From an optimization exercise on the open Yosys and OpenROAD flow, aimed at small area and a short achievable clock period; shortcuts taken in it are not production practice.
Where RTL was checked, it was by simulation tests only, not by an equivalence proof against the original.

==> flow/design.v (excerpt) <==
module butterfly_top_module_8_point(
    input clk,
    input rst,
    input new_input_flag,
    input [15:0] input_real0,
    input [15:0] input_real1,
    input [15:0] input_real2,
    input [15:0] input_real3,
    input [15:0] input_real4,
    input [15:0] input_real5,
    input [15:0] input_real6,
    input [15:0] input_real7,
    input [15:0] input_imag0,
    input [15:0] input_imag1,
    input [15:0] input_imag2,
    input [15:0] input_imag3,
    input [15:0] input_imag4,
    input [15:0] input_imag5,
    input [15:0] input_imag6,
    input [15:0] input_imag7,
    output [15:0] output_real0,
    output [15:0] output_real1,
    output [15:0] output_real2,
    output [15:0] output_real3,
    output [15:0] output_real4,
    output [15:0] output_real5,
    output [15:0] output_real6,
    output [15:0] output_real7,
    output [15:0] output_imag0,
    output [15:0] output_imag1,
    output [15:0] output_imag2,
    output [15:0] output_imag3,
    output [15:0] output_imag4,
    output [15:0] output_imag5,
    output [15:0] output_imag6,
    output [15:0] output_imag7,
    output fft_ready_flag
);
==> flow/config.mk <==
export PLATFORM = sky130hd
export DESIGN_NAME = butterfly_top_module_8_point
export DESIGN_NICKNAME = butterfly_top_module_8_point
export VERILOG_FILES = /design/flow/design.v
export SDC_FILE = /design/flow/constraint.sdc
export NUM_CORES = 4
export LEC_CHECK = 0
export CAP_MARGIN = 20
export CORE_MARGIN = 2
export CORE_UTILIZATION = 60
export SLEW_MARGIN = 20
==> flow/constraint.sdc <==
create_clock -name core_clock -period 10.0 [get_ports {clk}]
set_input_delay 2.0000 -clock core_clock [delete_from_list [all_inputs] [get_ports {clk}]]
set_output_delay 2.0000 -clock core_clock [all_outputs]
set_load 0.01 [all_outputs]
standard.sh (not shown) runs the stock make flow with config.mk's settings and CLKGATE_MAP_FILE= SYNTH_SCRIPT=/design/flow/synth_recipe.tcl, a recipe that flattens the netlist after the stock synthesis.
==> flow/flow/run.sh <==
#!/bin/bash
set -euo pipefail
bash standard.sh "BUFFER_PORTS_ARGS=-buffer_cell sky130_fd_sc_hd__buf_1" SETUP_SLACK_MARGIN=5.5 finish > standard_sh.log 2>&1
Change:
==> flow/flow/run.sh (replaced) <==
#!/bin/bash
# The standard layout (standard.sh), with the ports buffered by buf_1 cells instead of
# the larger clkdlybuf4s50_1 that buffer_ports picks on its own; every port still gets a buffer.
set -euo pipefail
bash standard.sh "BUFFER_PORTS_ARGS=-buffer_cell sky130_fd_sc_hd__buf_1" finish > standard_sh.log 2>&1
--- a/flow/config.mk
+++ b/flow/config.mk
@@ -9,3 +9,4 @@
 export CORE_MARGIN = 2
 export CORE_UTILIZATION = 60
+export SETUP_SLACK_MARGIN = 5
 export SLEW_MARGIN = 20
The new run finished with timing, DRC and antenna clean.
Area after synthesis is unchanged.
Flip-flop and latch count stays the same.
Die area does not change.
Synthesized cell count does not change.
Setup slack degrades by 0.0094 ns.
Sequential share of layout area went up by 1.9 points.
Final area is lower by 9.3%.
Function was not checked in any run of this note: the RTL went through the layout flow alone.


## tundra
butterfly_top_module_8_point, a different RTL version from the one above (not shown whole).
Size in the first run: ~520 I/O pins, roughly 65000 sq um of cells after synthesis.
==> flow/design.v (excerpt) <==
module butterfly_top_module_8_point(
    input clk,
    input rst,
    input new_input_flag,
    input [15:0] input_real0,
    input [15:0] input_real1,
    input [15:0] input_real2,
    input [15:0] input_real3,
    input [15:0] input_real4,
    input [15:0] input_real5,
    input [15:0] input_real6,
    input [15:0] input_real7,
    input [15:0] input_imag0,
    input [15:0] input_imag1,
    input [15:0] input_imag2,
    input [15:0] input_imag3,
    input [15:0] input_imag4,
    input [15:0] input_imag5,
    input [15:0] input_imag6,
    input [15:0] input_imag7,
    output [15:0] output_real0,
    output [15:0] output_real1,
    output [15:0] output_real2,
    output [15:0] output_real3,
    output [15:0] output_real4,
    output [15:0] output_real5,
    output [15:0] output_real6,
    output [15:0] output_real7,
    output [15:0] output_imag0,
    output [15:0] output_imag1,
    output [15:0] output_imag2,
    output [15:0] output_imag3,
    output [15:0] output_imag4,
    output [15:0] output_imag5,
    output [15:0] output_imag6,
    output [15:0] output_imag7,
    output fft_ready_flag
);
  ...
==> flow/config.mk <==
export PLATFORM = sky130hd
export DESIGN_NAME = butterfly_top_module_8_point
export DESIGN_NICKNAME = butterfly_top_module_8_point
export VERILOG_FILES = /design/flow/design.v
export SDC_FILE = /design/flow/constraint.sdc
export NUM_CORES = 4
export LEC_CHECK = 0
export CAP_MARGIN = 20
export CORE_MARGIN = 2
export CORE_UTILIZATION = 60
export SETUP_SLACK_MARGIN = 5
export SLEW_MARGIN = 20
export TNS_END_PERCENT = 0
==> flow/constraint.sdc <==
create_clock -name core_clock -period 10.0 [get_ports {clk}]
set_input_delay 2.0000 -clock core_clock [delete_from_list [all_inputs] [get_ports {clk}]]
set_output_delay 2.0000 -clock core_clock [all_outputs]
set_load 0.01 [all_outputs]
==> flow/flow/run.sh <==
#!/bin/bash
# The standard layout (standard.sh), with the ports buffered by buf_1 cells instead of
# the larger clkdlybuf4s50_1 that buffer_ports picks on its own; every port still gets a buffer.
set -euo pipefail
bash standard.sh "BUFFER_PORTS_ARGS=-buffer_cell sky130_fd_sc_hd__buf_1" finish > standard_sh.log 2>&1
Relative to tundra, the following input files were edited for garnet:
# tundra
export LEC_CHECK = 0
export CAP_MARGIN = 20
export CORE_MARGIN = 2
export CORE_UTILIZATION = 60
export SETUP_SLACK_MARGIN = 5
export SLEW_MARGIN = 20
export TNS_END_PERCENT = 0
create_clock -name core_clock -period 10.0 [get_ports {clk}]
# garnet
export LEC_CHECK = 0
export CAP_MARGIN = 20
export CORE_MARGIN = 2
export CORE_UTILIZATION = 60
export CTS_BUF_LIST = sky130_fd_sc_hd__clkbuf_4 sky130_fd_sc_hd__clkbuf_8
export SLEW_MARGIN = 20
export TNS_END_PERCENT = 0
create_clock -name core_clock -period 10.0 [get_ports {clk}]
==> flow/flow/run.sh <==
#!/bin/bash
set -euo pipefail
bash standard.sh "BUFFER_PORTS_ARGS=-buffer_cell sky130_fd_sc_hd__buf_1" SETUP_SLACK_MARGIN=5.8 finish > standard_sh.log 2>&1
Going from tundra to garnet, final-layout clock buffer total went up by about 60%; utilization went up by 0.92 points; count of placed standard cells including taps was more or less identical. On worst-case setup margin in the final layout, the higher figure sits with garnet, not tundra.
[inputs] sierra vs garnet
# garnet
export LEC_CHECK = 0
export CAP_MARGIN = 20
export CORE_MARGIN = 2
export CORE_UTILIZATION = 60
export CTS_BUF_LIST = sky130_fd_sc_hd__clkbuf_4 sky130_fd_sc_hd__clkbuf_8
export SLEW_MARGIN = 20
export TNS_END_PERCENT = 0
create_clock -name core_clock -period 10.0 [get_ports {clk}]
# sierra
export LEC_CHECK = 0
export CAP_MARGIN = 20
export CORE_MARGIN = 2
export CORE_UTILIZATION = 60
export SLEW_MARGIN = 20
export TNS_END_PERCENT = 0
create_clock -name core_clock -period 10.0 [get_ports {clk}]
[summary]
For hold slack, sierra and garnet come out practically identical. garnet → sierra: final worst-path setup slack saw an increase, fmax shows no meaningful change, buffer and inverter count on the worst path now sits higher, non-clock buffer count shows an increase of 5. The overall routing resource usage of sierra and that of garnet are within noise of each other. NOTE: count of clock-buffer cells in the layout in sierra falls short of that of garnet. Between garnet and sierra, the final cell area excluding filler cells does not differ in any meaningful way.
Here is what was changed in the inputs of raven compared with sierra.
# sierra
export LEC_CHECK = 0
export CAP_MARGIN = 20
export CORE_MARGIN = 2
export CORE_UTILIZATION = 60
export SLEW_MARGIN = 20
export TNS_END_PERCENT = 0
create_clock -name core_clock -period 10.0 [get_ports {clk}]
# raven
export LEC_CHECK = 0
export CAP_MARGIN = 20
export CORE_MARGIN = 2
export CORE_UTILIZATION = 66
export SETUP_SLACK_MARGIN = 5
export SLEW_MARGIN = 20
create_clock -name core_clock -period 10.0 [get_ports {clk}]
==> flow/flow/run.sh <==
#!/bin/bash
# The standard layout (standard.sh), with the ports buffered by buf_1 cells instead of
# the larger clkdlybuf4s50_1 that buffer_ports picks on its own; every port still gets a buffer.
set -euo pipefail
bash standard.sh "BUFFER_PORTS_ARGS=-buffer_cell sky130_fd_sc_hd__buf_1" finish > standard_sh.log 2>&1
[summary]
- raven ends up with higher sequential share of layout area than sierra does.
- The higher met2 track utilization from global routing came out of raven.
- d5_p2[7] as the critical path launch point was reported by raven, and s5_p2[3] by sierra.
- | post-route clock period utilization | lower: sierra |
- The final area in raven sits about 1.4% below the value recorded for sierra.
- Compared to sierra, the router laid down less metal wire for raven.
Input-level comparison between yarrow and raven:
# raven
export LEC_CHECK = 0
export CAP_MARGIN = 20
export CORE_MARGIN = 2
export CORE_UTILIZATION = 66
export SETUP_SLACK_MARGIN = 5
export SLEW_MARGIN = 20
create_clock -name core_clock -period 10.0 [get_ports {clk}]
# yarrow
export LEC_CHECK = 0
export CAP_MARGIN = 20
export CORE_MARGIN = 2
export CORE_UTILIZATION = 75
export SETUP_SLACK_MARGIN = 5
export SLEW_MARGIN = 20
create_clock -name core_clock -period 10.0 [get_ports {clk}]
[summary]
yarrow had finished all stages when the layout checks came back failing, citing max-capacitance violations, max-slew violations.
Compared with raven, in yarrow final core utilization has increased; cell count has decreased; total core area saw a decrease.
The flip-flop and latch count of yarrow and that of raven are within noise of each other.
Comparing yarrow and raven, the higher placed instance count was measured on raven.
yarrow vs. raven: worst setup slack shrank by 1.33 ns; number of placement rows decreased by 7 relative to the old numbers.
Here is what was changed in the inputs of indigo compared with yarrow.
# yarrow
export LEC_CHECK = 0
export CAP_MARGIN = 20
export CORE_MARGIN = 2
export CORE_UTILIZATION = 75
export SETUP_SLACK_MARGIN = 5
export SLEW_MARGIN = 20
create_clock -name core_clock -period 10.0 [get_ports {clk}]
# indigo
export LEC_CHECK = 0
export CAP_MARGIN = 20
export CORE_MARGIN = 2
export CORE_UTILIZATION = 66
export SLEW_MARGIN = 20
export TNS_END_PERCENT = 0
create_clock -name core_clock -period 10.0 [get_ports {clk}]
==> flow/flow/run.sh <==
#!/bin/bash
set -euo pipefail
bash standard.sh "BUFFER_PORTS_ARGS=-buffer_cell sky130_fd_sc_hd__buf_1" SETUP_SLACK_MARGIN=5.8 finish > standard_sh.log 2>&1
==> comparison <==
Looking at the reports, indigo completed the entire flow and the layout it produced met the timing, design-rule and antenna checks.
yarrow -> indigo: cell count of the worst reg-to-reg path delta 0, exact match
Compared with yarrow, indigo shows a final weighted congestion in routability-driven placement that is 0.071 lower.
Of yarrow and indigo, indigo shows the higher die boundary width, with yarrow below it.
Routed wire length | indigo below yarrow
Going from yarrow to indigo, area added between synthesis and finish shows an increase of 0.28 points, starting density of the core -8.9 points.
The launching instance or port of the critical path comes out s5_p2[1] in one run and s5_p2[8] in the other, namely in yarrow and indigo respectively.
indigo gives less delay of the slowest cell on the worst path than yarrow did.
In the flow results for yarrow and indigo, the fmax is larger on indigo.


main:
Starting RTL as in the previous note.
Settings: LEC_CHECK=0, CAP_MARGIN=20, CORE_MARGIN=2, CORE_UTILIZATION=60, SETUP_SLACK_MARGIN=5, SLEW_MARGIN=20; clock period 10.0 ns.
==> flow/flow/run.sh <==
#!/bin/bash
# The standard layout (standard.sh), with the ports buffered by buf_1 cells instead of
# the larger clkdlybuf4s50_1 that buffer_ports picks on its own; every port still gets a buffer.
set -euo pipefail
bash standard.sh "BUFFER_PORTS_ARGS=-buffer_cell sky130_fd_sc_hd__buf_1" finish > standard_sh.log 2>&1
main completed; timing, DRC and antenna clean
diff inputs: main => the feature branch
Settings: CORE_UTILIZATION: 60 -> 55; SETUP_SLACK_MARGIN: 5 -> unset; TNS_END_PERCENT: unset -> 0.
==> flow/flow/run.sh <==
#!/bin/bash
set -euo pipefail
bash standard.sh "BUFFER_PORTS_ARGS=-buffer_cell sky130_fd_sc_hd__buf_1" SETUP_SLACK_MARGIN=5.8 finish > standard_sh.log 2>&1
Results
- Looking at wire length on met1, the feature branch sits above main.

## re-timing with driven ports
The results above use ideal ports. As a check the final layouts listed here were re-extracted and re-timed, cells and wires unchanged. Step 1: set_driving_cell puts a clkbuf_16 on clk and a buf_2 on each other input, an assumption about the parent block. Step 2 also shifts input and output timing later by t, the mid clock arrival at the registers, as if the neighbouring blocks saw the same clock. Slacks: ideal ports / drivers / drivers and shift; pairs: ideal ports / drivers.
run	t (ns)	setup WS [ns]	hold WS [ns]	latest minus earliest clock arrival (ns)	worst data-port slew with drivers (ns)
the first run of note 1	0.750	4.825 / 4.857 / 4.107	0.451 / 0.451 / 0.451	0.028 / 0.028	0.10
the second run of note 1	0.740	4.815 / 4.852 / 4.113	0.434 / 0.434 / 0.434	0.027 / 0.027	0.13
tundra	0.748	5.028 / 5.028 / 4.446	0.441 / 0.441 / 0.441	0.032 / 0.032	0.13
garnet	0.913	5.231 / 5.231 / 4.496	0.460 / 0.460 / 0.460	0.065 / 0.065	0.12
sierra	0.752	5.236 / 5.236 / 4.636	0.460 / 0.460 / 0.460	0.032 / 0.033	0.14
raven	0.754	5.142 / 5.142 / 4.519	0.438 / 0.438 / 0.438	0.032 / 0.033	0.10
yarrow	0.748	3.812 / 3.812 / 3.812	0.468 / 0.468 / 0.468	0.025 / 0.024	0.14
indigo	0.740	5.194 / 5.194 / 4.521	0.444 / 0.444 / 0.444	0.036 / 0.036	0.14
main	0.746	5.152 / 5.152 / 4.471	0.441 / 0.441 / 0.441	0.032 / 0.032	0.15
the feature branch	0.772	5.220 / 5.220 / 4.533	0.454 / 0.454 / 0.454	0.038 / 0.039	0.15
For garnet, which loses most, drivers alone change the setup slack by 0.000 ns; drivers and shift together by -0.735 ns.
